Background: an optimization exercise with open tools, aiming at small area. Do not read the settings as production practice. In this exercise RTL edits were held to simulation tests only and were not proved equivalent to the original. The flow treats the clock pin as an ideal source, which a real chip does not have.

==> build 48: inputs <==
==> flow/design.v <==
`timescale 1ns / 1ps
module firp(
  input clock,
  input reset,
  output done,
  input start,
  input wire [15:0] input_sample,
  output [15:0] output_sample2);
reg  [3:0]  ph;
reg         pend;      
reg         act;       
reg         fresh;     
reg  [15:0] C;         
reg  [15:0] W [0:17];  
reg  [8:0]  cyn;       
reg  [16:0] acc;       
wire ph0   = (ph == 4'd0);
wire last  = act & ph0;                   
wire win   = (act & ~ph0) | (pend & ph0);
wire ready = ~pend & (~act | ph0);
wire take  = start & ready;
wire is15  = (ph == 4'd15);
wire en = win & ~fresh;
wire z  = win & fresh & is15;
wire [17:0] t;
wire        c0 = win & C[ph];
genvar k;
generate
  for (k = 0; k < 18; k = k + 1) begin : g_tap
    assign t[k] = (W[k][0] & en) | z;
  end
endgenerate
wire [17:0] tn  = ~t;
wire        c0n = ~c0;
wire [8:0] pa = {tn[7:0], c0n};
wire [8:0] pb = {tn[9], tn[10], tn[11], tn[12], tn[13], tn[14], tn[15], tn[16], tn[17]};
wire [8:0] psn, pcn;
genvar p;
generate
  for (p = 0; p < 9; p = p + 1) begin : g_pre
    fa3 u_pre (.a(pa[p]), .b(pb[p]), .c(cyn[p]), .s(psn[p]), .co(pcn[p]));
  end
endgenerate
wire [8:0] ps   = ~psn;
wire       midn = tn[8];
wire       mid  = ~midn;
wire s4, c4;
fa3 u_4 (.a(acc[0]), .b(ps[2]), .c(ps[4]), .s(s4), .co(c4));
wire c7 = ps[5] & s4;
wire s16, c16;
fa3 u_16 (.a(acc[1]), .b(ps[0]), .c(psn[1]), .s(s16), .co(c16));
wire s19, c19;
fa3 u_19 (.a(ps[2]), .b(ps[5]), .c(ps[6]), .s(s19), .co(c19));
wire s22, c22;
fa3 u_22 (.a(psn[8]), .b(c4), .c(s16), .s(s22), .co(c22));
wire s25, c25;
fa3 u_25 (.a(s19), .b(c7), .c(s22), .s(s25), .co(c25));
wire s33, c33;
fa3 u_33 (.a(acc[2]), .b(ps[4]), .c(psn[7]), .s(s33), .co(c33));
wire s36, c36;
fa3 u_36 (.a(psn[8]), .b(mid), .c(c16), .s(s36), .co(c36));
wire s39, c39;
fa3 u_39 (.a(c19), .b(s33), .c(c22), .s(s39), .co(c39));
wire s42, c42;
fa3 u_42 (.a(s36), .b(c25), .c(s39), .s(s42), .co(c42));
wire s49, c49;
fa3 u_49 (.a(acc[3]), .b(psn[0]), .c(psn[3]), .s(s49), .co(c49));
wire s52, c52;
fa3 u_52 (.a(mid), .b(c33), .c(s49), .s(s52), .co(c52));
wire s55, c55;
fa3 u_55 (.a(c36), .b(s52), .c(c39), .s(s55), .co(c55));
wire s58, c58;
ha2 u_58 (.a(c42), .b(s55), .s(s58), .co(c58));
wire s64, c64;
fa3 u_64 (.a(acc[4]), .b(ps[1]), .c(ps[7]), .s(s64), .co(c64));
wire s67, c67;
fa3 u_67 (.a(psn[8]), .b(c49), .c(s64), .s(s67), .co(c67));
wire s70, c70;
fa3 u_70 (.a(c52), .b(s67), .c(c55), .s(s70), .co(c70));
wire s73, c73;
ha2 u_73 (.a(c58), .b(s70), .s(s73), .co(c73));
wire s78, c78;
fa3 u_78 (.a(acc[5]), .b(ps[0]), .c(psn[6]), .s(s78), .co(c78));
wire s81, c81;
fa3 u_81 (.a(c64), .b(s78), .c(c67), .s(s81), .co(c81));
wire s84, c84;
fa3 u_84 (.a(s81), .b(c70), .c(c73), .s(s84), .co(c84));
wire s93, c93;
fa3 u_93 (.a(acc[6]), .b(psn[2]), .c(ps[5]), .s(s93), .co(c93));
wire s96, c96;
fa3 u_96 (.a(psn[6]), .b(ps[7]), .c(midn), .s(s96), .co(c96));
wire s99, c99;
fa3 u_99 (.a(c78), .b(s93), .c(s96), .s(s99), .co(c99));
wire s102, c102;
fa3 u_102 (.a(s99), .b(c81), .c(c84), .s(s102), .co(c102));
wire s107, c107;
fa3 u_107 (.a(acc[7]), .b(psn[3]), .c(c93), .s(s107), .co(c107));
wire s110, c110;
fa3 u_110 (.a(c96), .b(c99), .c(s107), .s(s110), .co(c110));
wire s113, c113;
ha2 u_113 (.a(s110), .b(c102), .s(s113), .co(c113));
wire s120, c120;
fa3 u_120 (.a(acc[8]), .b(ps[1]), .c(psn[4]), .s(s120), .co(c120));
wire s123, c123;
fa3 u_123 (.a(ps[8]), .b(mid), .c(s120), .s(s123), .co(c123));
wire s126, c126;
fa3 u_126 (.a(c107), .b(s123), .c(c110), .s(s126), .co(c126));
wire s129, c129;
ha2 u_129 (.a(s126), .b(c113), .s(s129), .co(c129));
wire s134, c134;
fa3 u_134 (.a(acc[9]), .b(ps[3]), .c(psn[7]), .s(s134), .co(c134));
wire s137, c137;
fa3 u_137 (.a(c120), .b(s134), .c(c123), .s(s137), .co(c137));
wire s140, c140;
fa3 u_140 (.a(s137), .b(c126), .c(c129), .s(s140), .co(c140));
wire s147, c147;
fa3 u_147 (.a(acc[10]), .b(ps[2]), .c(psn[4]), .s(s147), .co(c147));
wire s150, c150;
fa3 u_150 (.a(mid), .b(c134), .c(s147), .s(s150), .co(c150));
wire s153, c153;
fa3 u_153 (.a(s150), .b(c137), .c(c140), .s(s153), .co(c153));
wire s161, c161;
fa3 u_161 (.a(acc[11]), .b(ps[3]), .c(psn[4]), .s(s161), .co(c161));
wire s164, c164;
fa3 u_164 (.a(ps[8]), .b(mid), .c(c147), .s(s164), .co(c164));
wire s167, c167;
fa3 u_167 (.a(s161), .b(c150), .c(s164), .s(s167), .co(c167));
wire s170, c170;
ha2 u_170 (.a(s167), .b(c153), .s(s170), .co(c170));
wire s174, c174;
fa3 u_174 (.a(acc[12]), .b(ps[6]), .c(c161), .s(s174), .co(c174));
wire s177, c177;
fa3 u_177 (.a(c164), .b(s174), .c(c167), .s(s177), .co(c177));
wire s180, c180;
ha2 u_180 (.a(s177), .b(c170), .s(s180), .co(c180));
wire s186, c186;
fa3 u_186 (.a(acc[13]), .b(ps[4]), .c(ps[5]), .s(s186), .co(c186));
wire s189, c189;
fa3 u_189 (.a(psn[6]), .b(s186), .c(c174), .s(s189), .co(c189));
wire s192, c192;
fa3 u_192 (.a(s189), .b(c177), .c(c180), .s(s192), .co(c192));
wire s200, c200;
fa3 u_200 (.a(acc[14]), .b(psn[6]), .c(ps[7]), .s(s200), .co(c200));
wire s203, c203;
fa3 u_203 (.a(ps[8]), .b(mid), .c(c186), .s(s203), .co(c203));
wire s206, c206;
fa3 u_206 (.a(s200), .b(s203), .c(c189), .s(s206), .co(c206));
wire s209, c209;
ha2 u_209 (.a(s206), .b(c192), .s(s209), .co(c209));
wire s213, c213;
fa3 u_213 (.a(acc[15]), .b(ps[6]), .c(c200), .s(s213), .co(c213));
wire s216, c216;
fa3 u_216 (.a(c203), .b(s213), .c(c206), .s(s216), .co(c216));
wire s219, c219;
ha2 u_219 (.a(s216), .b(c209), .s(s219), .co(c219));
wire s222, c222;
fa3 u_222 (.a(acc[16]), .b(c213), .c(c216), .s(s222), .co(c222));
wire s225, c225;
ha2 u_225 (.a(s222), .b(c219), .s(s225), .co(c225));
wire s227 = c222 ^ c225;
wire [17:0] s = {s227, s225, s219, s209, s192, s180, s170, s153, s140, s129, s113, s102, s84, s73, s58, s42, s25, 1'b0};
assign output_sample2 = s[16:1];
assign done = last;
integer i;
always @(posedge clock) begin
  for (i = 0; i < 18; i = i + 1)
    W[i] <= {win ? (i == 0 ? c0 : t[i-1]) : W[i][0], W[i][15:1]};
  cyn <= pcn;
  acc <= win ? s[17:1] : 17'd28812;
  if (take) C <= {~input_sample[15], input_sample[14:0]};
end
always @(posedge clock or posedge reset) begin
  if (reset) begin
    ph    <= 4'd0;
    pend  <= 1'b0;
    act   <= 1'b0;
    fresh <= 1'b1;
  end else begin
    ph    <= ph + 4'd1;
    pend  <= take | (pend & ~ph0);
    act   <= win;
    if (win & is15) fresh <= 1'b0;
  end
end
endmodule
`timescale 1ns / 1ps
module fa3(input a, input b, input c, output s, output co);
    assign s  = a ^ b ^ c;
    assign co = (a & b) | (a & c) | (b & c);
endmodule
module ha2(input a, input b, output s, output co);
    assign s  = a ^ b;
    assign co = a & b;
endmodule
==> flow/flow/run.sh <==
#!/bin/bash
# The standard layout (bash standard.sh) with two changes:
#  - ports get the smallest buffer (buf_1) instead of the delay buffer that
#    buffer_ports picks by default; every port is still buffered;
#  - clock tree: clkbuf_16 at the sink clusters (at most 34 flip-flops), clkbuf_4 above,
#    and no dummy loads.
# make's full output goes to flow_make.log here; each ORFS step also keeps its
# own log under orfs/logs/.
set -euo pipefail
export BUFFER_PORTS_ARGS="-buffer_cell sky130_fd_sc_hd__buf_1"
export CTS_ARGS='-sink_clustering_enable -repair_clock_nets -sink_clustering_size 34 -sink_clustering_max_diameter 100 -buf_list {sky130_fd_sc_hd__clkbuf_16} -sink_clustering_buffer sky130_fd_sc_hd__clkbuf_16 -root_buf sky130_fd_sc_hd__clkbuf_4 -tree_buf sky130_fd_sc_hd__clkbuf_4 -dont_use_dummy_load'
bash standard.sh > flow_make.log 2>&1
==> flow/standard.sh <==
#!/bin/bash
# synth_recipe.tcl (not shown) runs the flow's synth.tcl, then flattens the netlist and writes it again
# the make line also repeats each setting of config.mk as NAME=value (left out here)
make -C /OpenROAD-flow-scripts/flow DESIGN_CONFIG=/design/flow/config.mk WORK_HOME=/design/flow/orfs CLKGATE_MAP_FILE= SYNTH_SCRIPT=/design/flow/synth_recipe.tcl "${@:-finish}"
==> flow/config.mk <==
export PLATFORM = sky130hd
export DESIGN_NAME = firp
export DESIGN_NICKNAME = firp
export VERILOG_FILES = /design/flow/design.v
export SDC_FILE = /design/flow/constraint.sdc
export NUM_CORES = 4
export LEC_CHECK = 0
export CAP_MARGIN = 0
export CORE_MARGIN = 2
export CORE_UTILIZATION = 70
export SLEW_MARGIN = 0
export SYNTH_HIERARCHICAL = 1
export SYNTH_MINIMUM_KEEP_SIZE = 0
==> flow/constraint.sdc <==
create_clock -name core_clock -period 20.0 [get_ports {clock}]
set_input_delay 4.0000 -clock core_clock [delete_from_list [all_inputs] [get_ports {clock}]]
set_output_delay 4.0000 -clock core_clock [all_outputs]
set_load 0.01 [all_outputs]
==> trial 68: changes against build 48 <==
--- a/flow/design.v
+++ b/flow/design.v
@@ -20,14 +20,12 @@
 wire ready = ~pend & (~act | ph0);
 wire take  = start & ready;
 wire is15  = (ph == 4'd15);
-wire en = win & ~fresh;
-wire z  = win & fresh & is15;
 wire [17:0] t;
 wire        c0 = win & C[ph];
 genvar k;
 generate
   for (k = 0; k < 18; k = k + 1) begin : g_tap
-    assign t[k] = (W[k][0] & en) | z;
+    assign t[k] = W[k][0] & win;
   end
 endgenerate
 wire [17:0] tn  = ~t;
@@ -164,7 +162,7 @@
 integer i;
 always @(posedge clock) begin
   for (i = 0; i < 18; i = i + 1)
-    W[i] <= {win ? (i == 0 ? c0 : t[i-1]) : W[i][0], W[i][15:1]};
+    W[i] <= {fresh ? is15 : win ? (i == 0 ? c0 : t[i-1]) : W[i][0], W[i][15:1]};
   cyn <= pcn;
   acc <= win ? s[17:1] : 17'd28812;
   if (take) C <= {~input_sample[15], input_sample[14:0]};
@@ -179,7 +177,7 @@
     ph    <= ph + 4'd1;
     pend  <= take | (pend & ~ph0);
     act   <= win;
-    if (win & is15) fresh <= 1'b0;
+    if (is15) fresh <= 1'b0;
   end
 end
 endmodule
==> flow/flow/run.sh (replaced) <==
#!/bin/bash
# The standard layout (bash standard.sh) with three changes:
#  - ports get the smallest buffer (buf_1) instead of the delay buffer that
#    buffer_ports picks by default; every port is still buffered;
#  - clock tree: sink clusters of at most 32 flip-flops, clkbuf_16 buffers
#    above them, and no dummy loads;
#  - after CTS, flow/swap_clock.tcl turns the root buffer and the sink-cluster
#    buffers into inverters (two inversions on every clock path), then the
#    standard flow continues from the changed 4_cts.odb.
# make's full output goes to flow_make_cts.log and flow_make.log, the
# swap's to swap_clock.log, here; each ORFS step also keeps its
# own log under orfs/logs/.
set -euo pipefail
export BUFFER_PORTS_ARGS="-buffer_cell sky130_fd_sc_hd__buf_1"
export CTS_ARGS='-sink_clustering_enable -repair_clock_nets -sink_clustering_size 32 -sink_clustering_max_diameter 100 -buf_list {sky130_fd_sc_hd__clkbuf_16} -sink_clustering_buffer sky130_fd_sc_hd__clkbuf_16 -root_buf sky130_fd_sc_hd__clkbuf_16 -tree_buf sky130_fd_sc_hd__clkbuf_16 -dont_use_dummy_load'
bash standard.sh cts > flow_make_cts.log 2>&1
res=orfs/results/sky130hd/firp/base
ODB=$res/4_cts.odb SDC=$res/4_cts.sdc OUT_ODB=$res/4_cts.odb \
  openroad -no_splash -exit flow/swap_clock.tcl > swap_clock.log 2>&1
bash standard.sh > flow_make.log 2>&1
==> flow/flow/swap_clock.tcl (new file) <==
# After CTS: the root buffer (clkbuf_16) becomes an inverter (clkinv_2) and each
# leaf buffer (clkbuf_16) becomes an inverter (inv_12), which drives as well at
# two thirds of the area. Every path from the clock port to a flip-flop passes
# the root, the middle buffers and one leaf: two inversions, so every flip-flop
# still sees the clock's rising edge. The middle buffers are clkbuf_16 (chosen
# in CTS) so that the leaf inverters get sharp input edges.
# usage: ODB=... SDC=... OUT_ODB=... openroad -exit swap_clock.tcl (FLOW_HOME set)
read_db $::env(ODB)
read_liberty $::env(FLOW_HOME)/platforms/sky130hd/lib/sky130_fd_sc_hd__tt_025C_1v80.lib
read_sdc $::env(SDC)
source $::env(FLOW_HOME)/platforms/sky130hd/setRC.tcl
set db [ord::get_db]
set block [ord::get_db_block]

proc replace_inst {inst mname inpin outpin} {
  global db block
  set master [$db findMaster $mname]
  set name [$inst getName]
  set loc [$inst getLocation]
  set orient [$inst getOrient]
  set oldm [$inst getMaster]
  set innet [[$inst findITerm A] getNet]
  set outnet [[$inst findITerm X] getNet]
  odb::dbInst_destroy $inst
  set ni [odb::dbInst_create $block $master $name]
  $ni setOrient $orient
  $ni setLocation [lindex $loc 0] [lindex $loc 1]
  $ni setPlacementStatus PLACED
  $ni setSourceType TIMING
  [$ni findITerm A] connect $innet
  [$ni findITerm $outpin] connect $outnet
  puts "replaced $name [$oldm getName] -> $mname"
}

# classify the clock buffers by what they drive
set root {}; set mids {}; set leaves {}
foreach inst [$block getInsts] {
  set m [[$inst getMaster] getName]
  if {![string match "sky130_fd_sc_hd__clkbuf_*" $m]} continue
  set out [[$inst findITerm X] getNet]
  set drives_ff 0; set drives_buf 0
  foreach it [$out getITerms] {
    if {[$it isOutputSignal]} continue
    set lm [[[$it getInst] getMaster] getName]
    if {[string match "*clkbuf*" $lm]} { set drives_buf 1 } else { set drives_ff 1 }
  }
  set in [[$inst findITerm A] getNet]
  set from_port [expr {[llength [$in getBTerms]] > 0}]
  if {$from_port} { lappend root $inst } elseif {$drives_ff} { lappend leaves $inst } else { lappend mids $inst }
}
puts "root [llength $root] mids [llength $mids] leaves [llength $leaves]"
if {[llength $root] != 1} { error "expected one root buffer" }
# every path: root -> (mids)* -> leaf; the inversions must be even on every path
foreach i $root { replace_inst $i sky130_fd_sc_hd__clkinv_2 A Y }
foreach i $leaves { replace_inst $i sky130_fd_sc_hd__inv_12 A Y }

add_global_connection -net {VDD} -inst_pattern {.*} -pin_pattern {VPWR} -power
add_global_connection -net {VDD} -inst_pattern {.*} -pin_pattern {VPB}
add_global_connection -net {VSS} -inst_pattern {.*} -pin_pattern {VGND} -ground
add_global_connection -net {VSS} -inst_pattern {.*} -pin_pattern {VNB}
global_connect
detailed_placement
check_placement -verbose
set_propagated_clock [all_clocks]
estimate_parasitics -placement
report_clock_skew
foreach inst [get_cells *] {
  set m [get_property $inst ref_name]
  if {[string match "*dfxtp*" $m] || [string match "*dfrtp*" $m] || [string match "*edfxtp*" $m] || [string match "*dfstp*" $m]} {
    set p [get_pins [get_full_name $inst]/CLK]
    lappend sl [get_property $p slew_max_rise] [get_property $p slew_max_fall]
  }
}
puts "max clk pin slew [tcl::mathfunc::max {*}$sl]"
report_worst_slack -min
report_worst_slack -max
if {[info exists ::env(OUT_ODB)]} { write_db $::env(OUT_ODB) }
Settings changed: CORE_UTILIZATION 70 to 75.
==> build 79: changes against build 48 <==
==> flow/flow/run.sh (replaced) <==
#!/bin/bash
# The standard layout (bash standard.sh) with two changes:
#  - ports get the smallest buffer (buf_1) instead of the delay buffer that
#    buffer_ports picks by default; every port is still buffered;
#  - clock tree: clkbuf_8 buffers, sink clusters of at most 19 flip-flops,
#    and no dummy loads.
# make's full output goes to flow_make.log here; each ORFS step also keeps its
# own log under orfs/logs/.
set -euo pipefail
export BUFFER_PORTS_ARGS="-buffer_cell sky130_fd_sc_hd__buf_1"
export CTS_ARGS="-sink_clustering_enable -repair_clock_nets -sink_clustering_size 19 -sink_clustering_max_diameter 100 -buf_list sky130_fd_sc_hd__clkbuf_8 -dont_use_dummy_load"
bash standard.sh > flow_make.log 2>&1
==> build 93: changes against build 48 <==
==> flow/flow/run.sh (replaced) <==
#!/bin/bash
# The standard layout (bash standard.sh) with two changes:
#  - ports get the smallest buffer (buf_1) instead of the delay buffer that
#    buffer_ports picks by default; every port is still buffered;
#  - clock tree: clkbuf_8 buffers, sink clusters of at most 21 flip-flops within 45 um,
#    and no dummy loads.
# make's full output goes to flow_make.log here; each ORFS step also keeps its
# own log under orfs/logs/.
set -euo pipefail
export BUFFER_PORTS_ARGS="-buffer_cell sky130_fd_sc_hd__buf_1"
export CTS_ARGS="-sink_clustering_enable -repair_clock_nets -sink_clustering_size 21 -sink_clustering_max_diameter 45 -buf_list sky130_fd_sc_hd__clkbuf_8 -dont_use_dummy_load"
bash standard.sh > flow_make.log 2>&1
==> results.cfg <==
[status]
status = no timing/DRC/antenna violations

[yosys]
synth_cell_types = 32
synth-simple-area-share = 0.0202
ys_top_cells_by_count = dfxtp_1 (314), fa_1 (56), a21oi_1 (19), a221o_1 (17), buf_4 (17)
syn-num-nets = 613
synthXorXnorAreaFrac = 0.00288

[place]
place_hpwl_um = 7570

[routing]
wl_per_cell_um = 15.2

[global_route]
antenna_found_initial = 0
grt_usage = 0.171

[die]
chipHeight_um = 118
The numbers above come from build 79.

==> results.cfg <==
[pwr]
p_total_mw = 1.61
p_clk_frac = 0.169
seq_power_share = 0.473

[timing]
hold_viol = 0
fmax_mhz = 73.6

[hold_path]
whs_path_depth = 0

[yosys]
synth-simple-area-share = 0.0202
syn-num-nets = 613
synthXorXnorAreaFrac = 0.00288
ys_top_cells_by_count = dfxtp_1 (314), fa_1 (56), a21oi_1 (19), a221o_1 (17), buf_4 (17)
yosysMostFrequentCell = dfxtp_1

[clock_tree]
cts_buffers = 13
cts_tree = yes

[layout]
fin_util = 0.753

[place]
place_area_um2 = 9270
place_hpwl_um = 7570

[status]
status = no timing/DRC/antenna violations

[routing]
wl_per_cell_um = 16.3

[global_route]
grt_usage = 0.177

[die]
chipHeight_um = 118
The numbers above come from build 48.

==> results.cfg <==
[yosys]
yosysTopAreaCell = dfxtp_1
synthXorXnorAreaFrac = 0.00288
yosysMostFrequentCell = dfxtp_1
syn-num-nets = 613

[critical_path]
rr_endpoint = acc[15]

[place]
place_hpwl_um = 7570

[global_route]
antenna_found_initial = 0
grt_max_degree = 37
grt_usage = 0.173

[routing]
wl_um = 11200
wl_per_cell_um = 15.3
drt_iter0_markers = 167

[pwr]
p_switching_mw = 0.518

[die]
chipHeight_um = 118

[status]
status = no timing/DRC/antenna violations

[timing]
maxSlewViolCount = 0

[layout]
fillers = 807
The numbers above come from build 93.

==> results.cfg <==
[status]
status = no timing/DRC/antenna violations

[routing]
wl_per_cell_um = 22.6
drtAntennaViolNets = 0
first_pass_iters = 5

[yosys]
synth_cell_types = 31
ys_top_cells_by_count = dfxtp_1 (314), fa_1 (56), a21oi_1 (36), nand2_1 (19), buf_4 (18)
synth-simple-area-share = 0.0260
syn-num-nets = 627
synthXorXnorAreaFrac = 0.00290

[die]
chipHeight_um = 114
io_pins = 36

[pwr]
p_int_mw = 1.05

[place]
gp_congestion = 0.822
place_area_um2 = 9210
place_hpwl_um = 10100

[global_route]
antenna_found_initial = 2
grt_usage = 0.266

[critical_path]
startpoint_type = flop

[clock_tree]
clockRootBuffer = clkbuf_16
The numbers above come from trial 68.

==> what the ideal ports hide <==
The results above use ideal ports. As a check the final layouts listed here were re-extracted and re-timed, cells and wires unchanged.
Step 1: set_driving_cell puts a clkbuf_16 on clock and a buf_2 on each other input, an assumption about the parent block.
Step 2, shift: input delay + t, output delay - t, t = (earliest + latest rising clock arrival at the registers) / 2. This alone moves slack from input paths to output paths.
a / b / c = ideal ports / drivers / drivers and shift; a / b = the first two.
run | shift t [ns] | slack for setup (ns) | latest minus earliest clock arrival (ns) | worst register clock-pin slew, ns
build 48 | 0.624 | 6.408 / 6.375 / 6.999 | 0.070 / 0.070 | 0.13 / 0.13
trial 68 | 0.504 | 6.900 / 6.862 / 7.365 | 0.071 / 0.071 | 0.11 / 0.11
build 79 | 0.540 | 6.523 / 6.486 / 7.026 | 0.068 / 0.068 | 0.12 / 0.12
build 93 | 0.552 | 6.548 / 6.511 / 7.063 | 0.093 / 0.093 | 0.11 / 0.11
After both steps every run listed still meets setup and hold.
